Background: an optimization exercise with open tools, aiming at small area. Do not read the settings as production practice.
Function was checked by simulation only, so behaviour that the tests miss may differ from the original.
The flow treats the clock pin as an ideal source, which a real chip does not have.
Power and IR drop assume default switching activity.

==> flow/design.v (excerpt) <==
module main_proj (
input clk,sw0,sw1,bgreen1,bgreen2,byellow1,byellow2,set,rst,run,
output [7:0] seg1,
output [7:0] seg2,
output [2:0] traffic1,traffic2,
output outyl1,outyl2,
output train1,train2);
reg [4:0] m25;
reg [2:0] ph;
wire m_nz = |m25;
wire m_last = m25[4] & m25[3];           
always @(posedge clk) begin
  if (rst) begin
    m25 <= 5'd0;
    ph  <= 3'd0;
  end else begin
    m25 <= m_last ? 5'd0 : m25 + 5'd1;
    if (m_last) ph <= ph + 3'd1;
  end
end
wire tick    = ~m_nz & ~ph[1] & ~ph[0];         
wire clk_2hz = ph[0] ^ m_nz;                    
wire clk_05hz = ph[2] ^ (ph[1] | ph[0] | m_nz);  
wire en = rst | tick;
assign outyl1 = sw0 & clk_05hz;
assign outyl2 = sw0 & clk_05hz;
assign train1 = sw1 & clk_2hz;
assign train2 = sw1 & ~clk_2hz;
reg [7:0] G, Y;
wire yinc = byellow1;
wire ydec = ~byellow1 & byellow2;
wire ginc = ~byellow1 & ~byellow2 & bgreen1;
wire gdec = ~byellow1 & ~byellow2 & ~bgreen1 & bgreen2;
always @(posedge clk) if (en) begin
  if (rst) begin
    Y <= 8'd3;
    G <= 8'd7;
  end else if (set) begin
    if (yinc) Y <= Y + 8'd1;
    else if (ydec) Y <= Y - 8'd1;
  ...
Size in the first run: about 750 cells after synthesis, roughly 59 flip-flops, about 36 I/O pins, roughly 6300 um^2 of cells after synthesis.
==> flow/config.mk <==
export PLATFORM = sky130hd
export DESIGN_NAME = main_proj
export DESIGN_NICKNAME = main_proj
export VERILOG_FILES = /design/flow/design.v
export SDC_FILE = /design/flow/constraint.sdc
export NUM_CORES = 4
export LEC_CHECK = 0
export CAP_MARGIN = 20
export CORE_MARGIN = 2
export CORE_UTILIZATION = 40
export SLEW_MARGIN = 20
==> flow/constraint.sdc <==
create_clock -name core_clock -period 8.0 [get_ports {clk}]
set_input_delay 1.6000 -clock core_clock [delete_from_list [all_inputs] [get_ports {clk}]]
set_output_delay 1.6000 -clock core_clock [all_outputs]
set_load 0.01 [all_outputs]
run.sh (not shown) runs the stock make flow with config.mk's settings and CLKGATE_MAP_FILE= SYNTH_SCRIPT=/design/flow/synth_recipe.tcl, a recipe that flattens the netlist after the stock synthesis.
The baseline went through all stages and came out clean.
Edit:
--- a/flow/config.mk
+++ b/flow/config.mk
@@ -10,2 +10,4 @@
 export CORE_UTILIZATION = 40
+export CTS_BUF_LIST = sky130_fd_sc_hd__clkbuf_2 sky130_fd_sc_hd__clkbuf_4
+export CTS_CLUSTER_SIZE = 30
 export SLEW_MARGIN = 20
=>
- The changed run completed with no timing, DRC or antenna violations
- routed wire length barely changes
- first-iteration DRC count falls by 2.6%
- total power falls by 13%
- maximum frequency barely changes
- sequential power stays flat
- count of clock-buffer cells in the layout falls by 2
- non-clock buffer count rises by 1
- die area does not change
- worst setup slack stays flat
Edit:
--- a/flow/config.mk
+++ b/flow/config.mk
@@ -10,4 +10,3 @@
 export CORE_UTILIZATION = 40
-export CTS_BUF_LIST = sky130_fd_sc_hd__clkbuf_2 sky130_fd_sc_hd__clkbuf_4
-export CTS_CLUSTER_SIZE = 30
+export CTS_BUF_LIST = sky130_fd_sc_hd__clkbuf_4
 export SLEW_MARGIN = 20
- cell area stays the same
- setup slack stays the same
- global-route usage does not change

The RTL this note starts from:
==> flow/design.v <==
`timescale 1ns / 1ps
module main_proj (
input clk,sw0,sw1,bgreen1,bgreen2,byellow1,byellow2,set,rst,run,
output [7:0] seg1,
output [7:0] seg2,
output [2:0] traffic1,traffic2,
output outyl1,outyl2,
output train1,train2);
reg [4:0] m25;
reg [2:0] ph;
wire m_nz = |m25;
wire m_last = m25[4] & m25[3];           
always @(posedge clk) begin
  if (rst) begin
    m25 <= 5'd0;
    ph  <= 3'd0;
  end else begin
    m25 <= m_last ? 5'd0 : m25 + 5'd1;
    if (m_last) ph <= ph + 3'd1;
  end
end
wire tick     = ~m_nz & ~ph[1] & ~ph[0];          
wire clk_2hz  = ph[0] ^ m_nz;                     
wire clk_05hz = ph[2] ^ (ph[1] | ph[0] | m_nz);   
wire en = rst | tick;
assign outyl1 = sw0 & clk_05hz;
assign outyl2 = sw0 & clk_05hz;
assign train1 = sw1 & clk_2hz;
assign train2 = sw1 & ~clk_2hz;
reg [7:0] G, Y;
wire yinc = byellow1;
wire ydec = ~byellow1 & byellow2;
wire ginc = ~byellow1 & ~byellow2 & bgreen1;
wire gdec = ~byellow1 & ~byellow2 & ~bgreen1 & bgreen2;
wire step = en & ~rst & set;
wire yi = step & (yinc | ydec), yd = step & ydec;
wire gi = step & (ginc | gdec), gd = step & gdec;
always @(posedge clk) begin
  if (rst) begin
    Y <= 8'd3;
    G <= 8'd7;
  end else begin
    Y <= Y + {{7{yd}}, yi};
    G <= G + {{7{gd}}, gi};
  end
end
wire gz = ~|G[7:1], yz = ~|Y[7:1];
wire g0 = gz & ~G[0], g1 = gz & G[0], g255 = &G;
wire y0 = yz & ~Y[0], y1 = yz & Y[0], y255 = &Y;
wire geqy = (G == Y);
localparam TG = 2'd0, TY = 2'd1, TS = 2'd2, TD = 2'd3;
reg [7:0] c1, c2;
reg [1:0] t1, t2;
wire c1_big = |c1[7:1];
wire c2_big = |c2[7:1];
wire c1_100 = (c1 == 8'd100), c1_88 = (c1 == 8'd88);
wire c2_100 = (c2 == 8'd100), c2_88 = (c2 == 8'd88);
wire [1:0] t1_set = ~set ? TG :
                    ginc ? (y255 ? TS : geqy ? TY : TD) :
                    gdec ? (y1   ? TS : geqy ? TY : TD) : TG;
wire [1:0] t2_set = ~set ? TS :
                    yinc ? (y0 ? TG : g1   ? TY : TD) :
                    ydec ? (y0 ? TG : g255 ? TY : TD) :
                    ginc ? (y1   ? TG : g0 ? TY : TD) :
                    gdec ? (y255 ? TG : g0 ? TY : TD) : TS;
function [1:0] res(input [1:0] t, input y0, input g0, input geqy);
  case (t)
    TG: res = y0 ? 2'd0 : 2'd1;
    TY: res = g0 ? 2'd0 : geqy ? 2'd1 : 2'd2;
    TS: res = 2'd0;
    default: res = 2'd3;
  endcase
endfunction
wire [1:0] r1 = res(t1, y0, g0, geqy);
wire [1:0] r2 = res(t2, y0, g0, geqy);
wire ctl  = ~rst & ~run & ~sw0 & ~set;
wire k1   = en & (rst | run);                  
wire h1   = en & ~rst & ~run & sw0;            
wire dec1 = en & ctl & c1_big & ~(c1_100 | c1_88);
wire cs1  = en & ctl & ~c1_big;                
wire dec2 = en & ctl & c2_big & ~(c2_100 | c2_88);
wire cs2  = en & ctl & ~c2_big;
wire ld1  = en & ~rst & ~run & ~sw0 & (set | c1_big);
wire ld2  = en & ~rst & ~run & ~sw0 & (set | c2_big);
wire a1c  = ~en | dec1;                        
wire a1g  = (ld1 & ~dec1) | (cs1 & (r1 != 2'd1));
wire a1y  = cs1 & (r1 == 2'd1 || r1 == 2'd2);
wire a1i  = cs1 & (r1 == 2'd3);
wire [7:0] L1 = (a1c ? c1 : a1g ? G : 8'd0) + (dec1 ? 8'hFF : a1y ? Y : 8'd0) + {7'd0, a1i};
wire a2c  = ~en | dec2;
wire a2g  = (ld2 & ~dec2) | (cs2 & (r2 != 2'd1));
wire a2y  = (ld2 & ~dec2) | (cs2 & (r2 != 2'd0));
wire a2i  = cs2 & (r2 == 2'd3);
wire [7:0] L2 = (a2c ? c2 : a2g ? G : 8'd0) + (dec2 ? 8'hFF : a2y ? Y : 8'd0) + {7'd0, a2i};
always @(posedge clk) begin
  c1 <= k1 ? 8'd88 : h1 ? 8'd100 : L1;
  c2 <= k1 ? 8'd88 : h1 ? 8'd100 : L2;
end
always @(posedge clk) if (en) begin
  if (rst) begin
    t1 <= TG; t2 <= TS;
  end else if (run | sw0 | set) begin
    t1 <= t1_set; t2 <= t2_set;
  end else begin
    if (~c1_big)
      case (r1)
        2'd1: t1 <= TY;
        2'd2: t1 <= TS;
        default: t1 <= TG;
      endcase
    if (~c2_big)
      case (r2)
        2'd0: t2 <= TG;
        2'd1: t2 <= TY;
        default: t2 <= TS;
      endcase
  end
end
function [7:0] disp(input [7:0] c);
  reg [4:0] v;
  begin
    v = c[4:0];
    if (c == 8'd100) disp = 8'hAA;
    else if (c == 8'd88) disp = 8'h88;
    else if (c[7:5] != 3'd0 || v == 5'd31 || v < 5'd2) disp = 8'h01;
    else if (v >= 5'd30) disp = {4'd3, 4'd0};
    else if (v >= 5'd20) disp = {4'd2, v[3:0] - 4'd4};
    else if (v >= 5'd10) disp = {4'd1, v[3:0] - 4'd10};
    else disp = {4'd0, v[3:0]};
  end
endfunction
assign seg1 = disp(c1);
assign seg2 = disp(c2);
reg st_on;
reg [1:0] st, ns;
reg [7:0] fc;
wire [7:0] tgt = st[0] ? Y : G;
wire lt = fc < tgt;
always @(posedge clk) if (en) begin
  st_on <= ~(rst | run | set | sw0);
  st <= ns;
  if (~st_on) ns <= 2'd0;
  else if (~lt) ns <= st + 2'd1;
end
wire f_ld = en & ~(st_on & lt);
always @(posedge clk)
  fc <= f_ld ? {~st_on, st_on} : fc + {7'd0, en & st_on & lt};
assign traffic1 = {st_on & ~st[1], 1'b0, st_on & (st[1] | st[0])};
assign traffic2 = {st_on & st[1], 1'b0, st_on & (~st[1] | st[0])};
endmodule
==> flow/config.mk <==
export PLATFORM = sky130hd
export DESIGN_NAME = main_proj
export DESIGN_NICKNAME = main_proj
export VERILOG_FILES = /design/flow/design.v
export SDC_FILE = /design/flow/constraint.sdc
export NUM_CORES = 4
export LEC_CHECK = 0
export CAP_MARGIN = 0
export CORE_MARGIN = 2
export CORE_UTILIZATION = 40
export GPL_TIMING_DRIVEN = 0
export SLEW_MARGIN = 0
==> flow/constraint.sdc <==
create_clock -name core_clock -period 8.0 [get_ports {clk}]
set_input_delay 1.6000 -clock core_clock [delete_from_list [all_inputs] [get_ports {clk}]]
set_output_delay 1.6000 -clock core_clock [all_outputs]
set_load 0.01 [all_outputs]
standard.sh (not shown) runs the stock make flow with config.mk's settings and CLKGATE_MAP_FILE= SYNTH_SCRIPT=/design/flow/synth_recipe.tcl, a recipe that flattens the netlist after the stock synthesis.
==> flow/flow/run.sh <==
#!/bin/bash
# Own layout flow: the standard synthesis; then its combinational logic re-mapped by ABC with
# a few area scripts (one plain, four deepsyn seeds) (registers untouched), each proven equal to the standard netlist, and the
# smallest kept; then the standard layout steps, with small port buffers, one tie cell for the constant
# outputs, and a clock tree without dummy loads.
set -euo pipefail
here=$(pwd)
YOSYS=$(command -v yosys || echo "$FLOW_HOME/../tools/install/yosys/bin/yosys")
R=$here/orfs/results/$FLOW_PLATFORM/main_proj/base
LIB=$FLOW_HOME/platforms/$FLOW_PLATFORM/lib/sky130_fd_sc_hd__tt_025C_1v80.lib

bash standard.sh synth > $here/1_standard_synth.log 2>&1
cp $R/1_2_yosys.v $here/1_2_yosys_standard.v
export RESYN_LIB=$LIB RESYN_IN=$here/1_2_yosys_standard.v

for c in a s1 s2 s3 s4; do
  ( export RESYN_OUT=$here/1_2_yosys_resyn_$c.v RESYN_ABC=$here/flow/abc_$c.scr RESYN_AREA=$here/area_$c.txt
    if "$YOSYS" -c $here/flow/resyn.tcl > $here/2_resyn_$c.log 2>&1 && \
       "$YOSYS" -c $here/flow/eqv.tcl > $here/3_resyn_equiv_$c.log 2>&1 && \
       "$YOSYS" -c $here/flow/area.tcl > $here/3_area_$c.log 2>&1; then
      echo ok > $here/resyn_ok_$c
    fi ) &
done
wait

best=""; bestarea=""
for c in a s1 s2 s3 s4; do
  [[ -f $here/resyn_ok_$c ]] || continue
  a=$(grep -oE "Chip area for module '.main_proj': [0-9.]+" $here/area_$c.txt | awk '{print $NF}')
  [[ -n "$a" ]] || continue
  if [[ -z "$bestarea" ]] || awk -v x="$a" -v y="$bestarea" 'BEGIN{exit !(x<y)}'; then best=$c; bestarea=$a; fi
done
if [[ -n "$best" ]]; then
  cp $here/1_2_yosys_resyn_$best.v $R/1_2_yosys.v
  echo "using re-mapped netlist $best ($bestarea um2)" > $here/resyn_choice.txt
else
  echo "using standard netlist" > $here/resyn_choice.txt
fi
rm -f $R/1_synth.odb $R/1_synth.sdc
touch $R/1_2_yosys.v

bash standard.sh finish \
  "BUFFER_PORTS_ARGS=-buffer_cell sky130_fd_sc_hd__buf_1" \
  "CTS_ARGS=-sink_clustering_enable -repair_clock_nets -dont_use_dummy_load -buf_list sky130_fd_sc_hd__clkbuf_4" \
  "SKIP_REPAIR_TIE_FANOUT=1" \
  > $here/4_standard_finish.log 2>&1
==> flow/flow/abc_s1.scr <==
strash; &get -n; &deepsyn -T 90 -S 1; &put; dch -f; amap; strash; dch -f; amap; topo
==> flow/flow/abc_s2.scr <==
strash; &get -n; &deepsyn -T 90 -S 2; &put; dch -f; amap; strash; dch -f; amap; topo
==> flow/flow/abc_s3.scr <==
strash; &get -n; &deepsyn -T 90 -S 3; &put; dch -f; amap; strash; dch -f; amap; topo
==> flow/flow/abc_s4.scr <==
strash; &get -n; &deepsyn -T 90 -S 4; &put; dch -f; amap; strash; dch -f; amap; topo
Other scripts of this flow, unchanged in this note and not shown: flow/flow/abc_a.scr, flow/flow/area.tcl, flow/flow/eqv.tcl, flow/flow/resyn.tcl
The starting point finished with timing, DRC and antenna clean.
Rerun with:
--- a/flow/flow/run.sh
+++ b/flow/flow/run.sh
@@ -2,5 +2,5 @@
 # Own layout flow: the standard synthesis; then its combinational logic re-mapped by ABC with
-# a few area scripts (one plain, four deepsyn seeds) (registers untouched), each proven equal to the standard netlist, and the
-# smallest kept; then the standard layout steps, with small port buffers, one tie cell for the constant
-# outputs, and a clock tree without dummy loads.
+# a few area scripts (registers untouched), each proven equal to the standard netlist, and the
+# smallest kept; then the standard layout steps, with small port buffers and a clock tree
+# without dummy loads.
 set -euo pipefail
@@ -15,3 +15,3 @@
 
-for c in a s1 s2 s3 s4; do
+for c in a b c; do
   ( export RESYN_OUT=$here/1_2_yosys_resyn_$c.v RESYN_ABC=$here/flow/abc_$c.scr RESYN_AREA=$here/area_$c.txt
@@ -26,3 +26,3 @@
 best=""; bestarea=""
-for c in a s1 s2 s3 s4; do
+for c in a b c; do
   [[ -f $here/resyn_ok_$c ]] || continue
@@ -44,3 +44,2 @@
   "CTS_ARGS=-sink_clustering_enable -repair_clock_nets -dont_use_dummy_load -buf_list sky130_fd_sc_hd__clkbuf_4" \
-  "SKIP_REPAIR_TIE_FANOUT=1" \
   > $here/4_standard_finish.log 2>&1
==> flow/flow/abc_b.scr (new file) <==
strash; &get -n; &deepsyn -T 60; &put; dch -f; amap; strash; dch -f; amap; topo
==> flow/flow/abc_c.scr (new file) <==
strash; &get -n; &deepsyn -T 60 -S 7; &put; dch -f; amap; strash; dch -f; amap; topo
removed: flow/flow/abc_s1.scr
removed: flow/flow/abc_s2.scr
removed: flow/flow/abc_s3.scr
removed: flow/flow/abc_s4.scr
Final area increases by 1.4%.
Core utilization increases by 0.39 points.
Routed wire length increases by 0.44%.
Synthesized area increases by 1.2%.
Non-clock buffer count is unchanged.
First-iteration DRC count increases by 11%.
Sequential share of layout area decreases by 0.43 points.
Setup slack gets better by 1.1 ns.
Rerun with:
--- a/flow/flow/run.sh
+++ b/flow/flow/run.sh
@@ -1,6 +1,11 @@
 #!/bin/bash
-# Own layout flow: the standard synthesis; then its combinational logic re-mapped by ABC with
-# a few area scripts (registers untouched), each proven equal to the standard netlist, and the
-# smallest kept; then the standard layout steps, with small port buffers and a clock tree
-# without dummy loads.
+# Own layout flow.
+# 1. the standard synthesis (standard.sh synth), unchanged.
+# 2. Its combinational logic re-mapped by ABC with five area scripts (one plain, four deepsyn
+#    seeds); every register instance is kept as it is. Each result is proven equal to the
+#    standard netlist (Yosys equiv, registers paired by name) and the smallest is kept; if none
+#    passes, the standard netlist is used.
+# 3. The standard layout steps (standard.sh finish) with buf_1 port buffers, one tie cell for
+#    the constant outputs, and a clock tree without dummy loads.
+# Each tool's output goes to its own log file in this folder.
 set -euo pipefail
@@ -15,3 +20,3 @@
 
-for c in a b c; do
+for c in a s1 s2 s3 s4; do
   ( export RESYN_OUT=$here/1_2_yosys_resyn_$c.v RESYN_ABC=$here/flow/abc_$c.scr RESYN_AREA=$here/area_$c.txt
@@ -26,3 +31,3 @@
 best=""; bestarea=""
-for c in a b c; do
+for c in a s1 s2 s3 s4; do
   [[ -f $here/resyn_ok_$c ]] || continue
@@ -44,2 +49,3 @@
   "CTS_ARGS=-sink_clustering_enable -repair_clock_nets -dont_use_dummy_load -buf_list sky130_fd_sc_hd__clkbuf_4" \
+  "SKIP_REPAIR_TIE_FANOUT=1" \
   > $here/4_standard_finish.log 2>&1
==> flow/flow/abc_s1.scr (new file) <==
strash; &get -n; &deepsyn -T 90 -S 1; &put; dch -f; amap; strash; dch -f; amap; topo
==> flow/flow/abc_s2.scr (new file) <==
strash; &get -n; &deepsyn -T 90 -S 2; &put; dch -f; amap; strash; dch -f; amap; topo
==> flow/flow/abc_s3.scr (new file) <==
strash; &get -n; &deepsyn -T 90 -S 3; &put; dch -f; amap; strash; dch -f; amap; topo
==> flow/flow/abc_s4.scr (new file) <==
strash; &get -n; &deepsyn -T 90 -S 4; &put; dch -f; amap; strash; dch -f; amap; topo
removed: flow/flow/abc_b.scr
removed: flow/flow/abc_c.scr
=>
- area after synthesis shrinks by 1.2%
- synthesized cell count falls by 1.3%
- setup slack is worse by 1.1 ns
- combinational power rises by 41%
- count of clock-buffer cells in the layout is unchanged
- wire length is lower by 0.44%
- first-iteration DRC count shrinks by 9.7%
- clock power barely changes
- die area is lower by 1.1%
- cell area drops by 1.3%
Rerun with:
--- a/flow/flow/run.sh
+++ b/flow/flow/run.sh
@@ -1,11 +1,6 @@
 #!/bin/bash
-# Own layout flow.
-# 1. the standard synthesis (standard.sh synth), unchanged.
-# 2. Its combinational logic re-mapped by ABC with five area scripts (one plain, four deepsyn
-#    seeds); every register instance is kept as it is. Each result is proven equal to the
-#    standard netlist (Yosys equiv, registers paired by name) and the smallest is kept; if none
-#    passes, the standard netlist is used.
-# 3. The standard layout steps (standard.sh finish) with buf_1 port buffers, one tie cell for
-#    the constant outputs, and a clock tree without dummy loads.
-# Each tool's output goes to its own log file in this folder.
+# Own layout flow: the standard synthesis; then its combinational logic re-mapped by ABC with
+# a few area scripts (registers untouched), each proven equal to the standard netlist, and the
+# smallest kept; then the standard layout steps, with small port buffers and a clock tree
+# without dummy loads.
 set -euo pipefail
@@ -20,3 +15,3 @@
 
-for c in a s1 s2 s3 s4; do
+for c in a b c; do
   ( export RESYN_OUT=$here/1_2_yosys_resyn_$c.v RESYN_ABC=$here/flow/abc_$c.scr RESYN_AREA=$here/area_$c.txt
@@ -31,3 +26,3 @@
 best=""; bestarea=""
-for c in a s1 s2 s3 s4; do
+for c in a b c; do
   [[ -f $here/resyn_ok_$c ]] || continue
@@ -49,3 +44,2 @@
   "CTS_ARGS=-sink_clustering_enable -repair_clock_nets -dont_use_dummy_load -buf_list sky130_fd_sc_hd__clkbuf_4" \
-  "SKIP_REPAIR_TIE_FANOUT=1" \
   > $here/4_standard_finish.log 2>&1
==> flow/flow/abc_b.scr (new file) <==
strash; &get -n; &deepsyn -T 60; &put; dch -f; amap; strash; dch -f; amap; topo
==> flow/flow/abc_c.scr (new file) <==
strash; &get -n; &deepsyn -T 60 -S 7; &put; dch -f; amap; strash; dch -f; amap; topo
CAP_MARGIN = 20   (was 0)
GPL_TIMING_DRIVEN = default   (was 0)
SLEW_MARGIN = 20   (was 0)
removed: flow/flow/abc_s1.scr
removed: flow/flow/abc_s2.scr
removed: flow/flow/abc_s3.scr
removed: flow/flow/abc_s4.scr
- power goes down by 12%
- hold slack is worse by 0.015 ns
- synthesized area climbs by 1.2%
- core utilization grows by 0.54 points
- wire length rose by 2.6%
- via count rose by 2.3%
- cell area rose by 1.7%
Rerun with:
--- a/flow/flow/run.sh
+++ b/flow/flow/run.sh
@@ -2,3 +2,3 @@
 # Own layout flow: the standard synthesis; then its combinational logic re-mapped by ABC with
-# a few area scripts (registers untouched), each proven equal to the standard netlist, and the
+# a few area scripts (one plain, four deepsyn seeds) (registers untouched), each proven equal to the standard netlist, and the
 # smallest kept; then the standard layout steps, with small port buffers and a clock tree
@@ -15,3 +15,3 @@
 
-for c in a b c; do
+for c in a s1 s2 s3 s4; do
   ( export RESYN_OUT=$here/1_2_yosys_resyn_$c.v RESYN_ABC=$here/flow/abc_$c.scr RESYN_AREA=$here/area_$c.txt
@@ -26,3 +26,3 @@
 best=""; bestarea=""
-for c in a b c; do
+for c in a s1 s2 s3 s4; do
   [[ -f $here/resyn_ok_$c ]] || continue
==> flow/flow/abc_s1.scr (new file) <==
strash; &get -n; &deepsyn -T 90 -S 1; &put; dch -f; amap; strash; dch -f; amap; topo
==> flow/flow/abc_s2.scr (new file) <==
strash; &get -n; &deepsyn -T 90 -S 2; &put; dch -f; amap; strash; dch -f; amap; topo
==> flow/flow/abc_s3.scr (new file) <==
strash; &get -n; &deepsyn -T 90 -S 3; &put; dch -f; amap; strash; dch -f; amap; topo
==> flow/flow/abc_s4.scr (new file) <==
strash; &get -n; &deepsyn -T 90 -S 4; &put; dch -f; amap; strash; dch -f; amap; topo
CAP_MARGIN = 0   (was 20)
GPL_TIMING_DRIVEN = 0   (was default)
SLEW_MARGIN = 0   (was 20)
removed: flow/flow/abc_b.scr
removed: flow/flow/abc_c.scr
Total power grows by 13%.
Final area shrinks by 1.4%.
Hold slack gets better by 0.015 ns.
Flip-flop and latch count is unchanged.
Routed wire length shrinks by 2.2%.
Synthesized area shrinks by 1.2%.
Rerun with:
--- a/flow/flow/run.sh
+++ b/flow/flow/run.sh
@@ -3,4 +3,4 @@
 # a few area scripts (one plain, four deepsyn seeds) (registers untouched), each proven equal to the standard netlist, and the
-# smallest kept; then the standard layout steps, with small port buffers and a clock tree
-# without dummy loads.
+# smallest kept; then the standard layout steps, with small port buffers, one tie cell for the constant
+# outputs, and a clock tree without dummy loads.
 set -euo pipefail
@@ -44,2 +44,4 @@
   "CTS_ARGS=-sink_clustering_enable -repair_clock_nets -dont_use_dummy_load -buf_list sky130_fd_sc_hd__clkbuf_4" \
+  "POST_CTS_TCL=$here/flow/clkdown.tcl" \
+  "SKIP_REPAIR_TIE_FANOUT=1" \
   > $here/4_standard_finish.log 2>&1
==> flow/flow/clkdown.tcl (new file) <==
# Run after CTS: downsize leaf clock buffers (not the root) from clkbuf_4 to clkbuf_2 where the
# largest flip-flop clock-pin slew, as estimated from placement, stays at most 105 ps.
set_propagated_clock [all_clocks]
proc clk_max_slew {} {
  estimate_parasitics -placement
  set mx 0
  foreach p [get_pins -hierarchical */CLK] {
    set s [get_property $p slew_max]
    if {$s > $mx} { set mx $s }
  }
  return $mx
}
set limit 0.105
puts "clock slew before downsizing: [clk_max_slew]"
foreach inst [get_cells clkbuf_*_f_clk] {
  set m [get_property $inst ref_name]
  if {$m ne "sky130_fd_sc_hd__clkbuf_4"} continue
  replace_cell $inst sky130_fd_sc_hd__clkbuf_2
  if {[clk_max_slew] > $limit} {
    replace_cell $inst $m
  } else {
    puts "[get_property $inst name]: $m -> sky130_fd_sc_hd__clkbuf_2"
  }
}
puts "clock slew after downsizing: [clk_max_slew]"
estimate_parasitics -placement
The new run went through all stages and came out clean.
Cell count came out lower slightly.
Power went up slightly.
Design area is about the same.
Maximum frequency came out lower slightly.
Sequential share of layout area barely changes.

[what the ideal ports hide]
The flow's constraints put no driver on any port. The routed layouts listed below were extracted and timed again, unchanged, in two steps.
Step 1 assumes that a clkbuf_16 drives the clock port and a buf_2 every other input.
Step 2 moves the port delays by t, midway between the first and last clock arrival at a register: inputs arrive t later, outputs are due t later. That takes back most of the time a late clock gives input paths.
Slacks: ideal / step 1 / step 2; pairs: ideal / step 1.
| run | t, ns | setup slack, ns | clock arrival spread, ns | pins driven straight from the clock port |
|---|---|---|---|---|
| the first run of note 1 | 0.384 | 3.073 / 3.038 / 3.038 | 0.007 / 0.007 | 1 |
| the second run of note 1 | 0.478 | 3.075 / 3.040 / 3.040 | 0.016 / 0.017 | 1 |
| the third run of note 1 | 0.478 | 3.075 / 3.040 / 3.040 | 0.016 / 0.017 | 1 |
| the first run of note 2 | 0.429 | 0.900 / 0.912 / 0.483 | 0.028 / 0.028 | 1 |
| the second run of note 2 | 0.422 | 1.983 / 1.991 / 1.569 | 0.034 / 0.034 | 1 |
| the third run of note 2 | 0.429 | 0.900 / 0.912 / 0.483 | 0.028 / 0.028 | 1 |
| the fourth run of note 2 | 0.423 | 2.326 / 2.334 / 1.910 | 0.014 / 0.015 | 1 |
| the fifth run of note 2 | 0.430 | 0.972 / 0.983 / 0.553 | 0.029 / 0.029 | 1 |
| the sixth run of note 2 | 0.429 | 0.900 / 0.912 / 0.483 | 0.028 / 0.028 | 1 |
After both steps setup and hold are still met in every run listed. The setup slack of the fifth run of note 2, which loses most, moves by +0.011 ns with the drivers and by -0.419 ns with both steps.
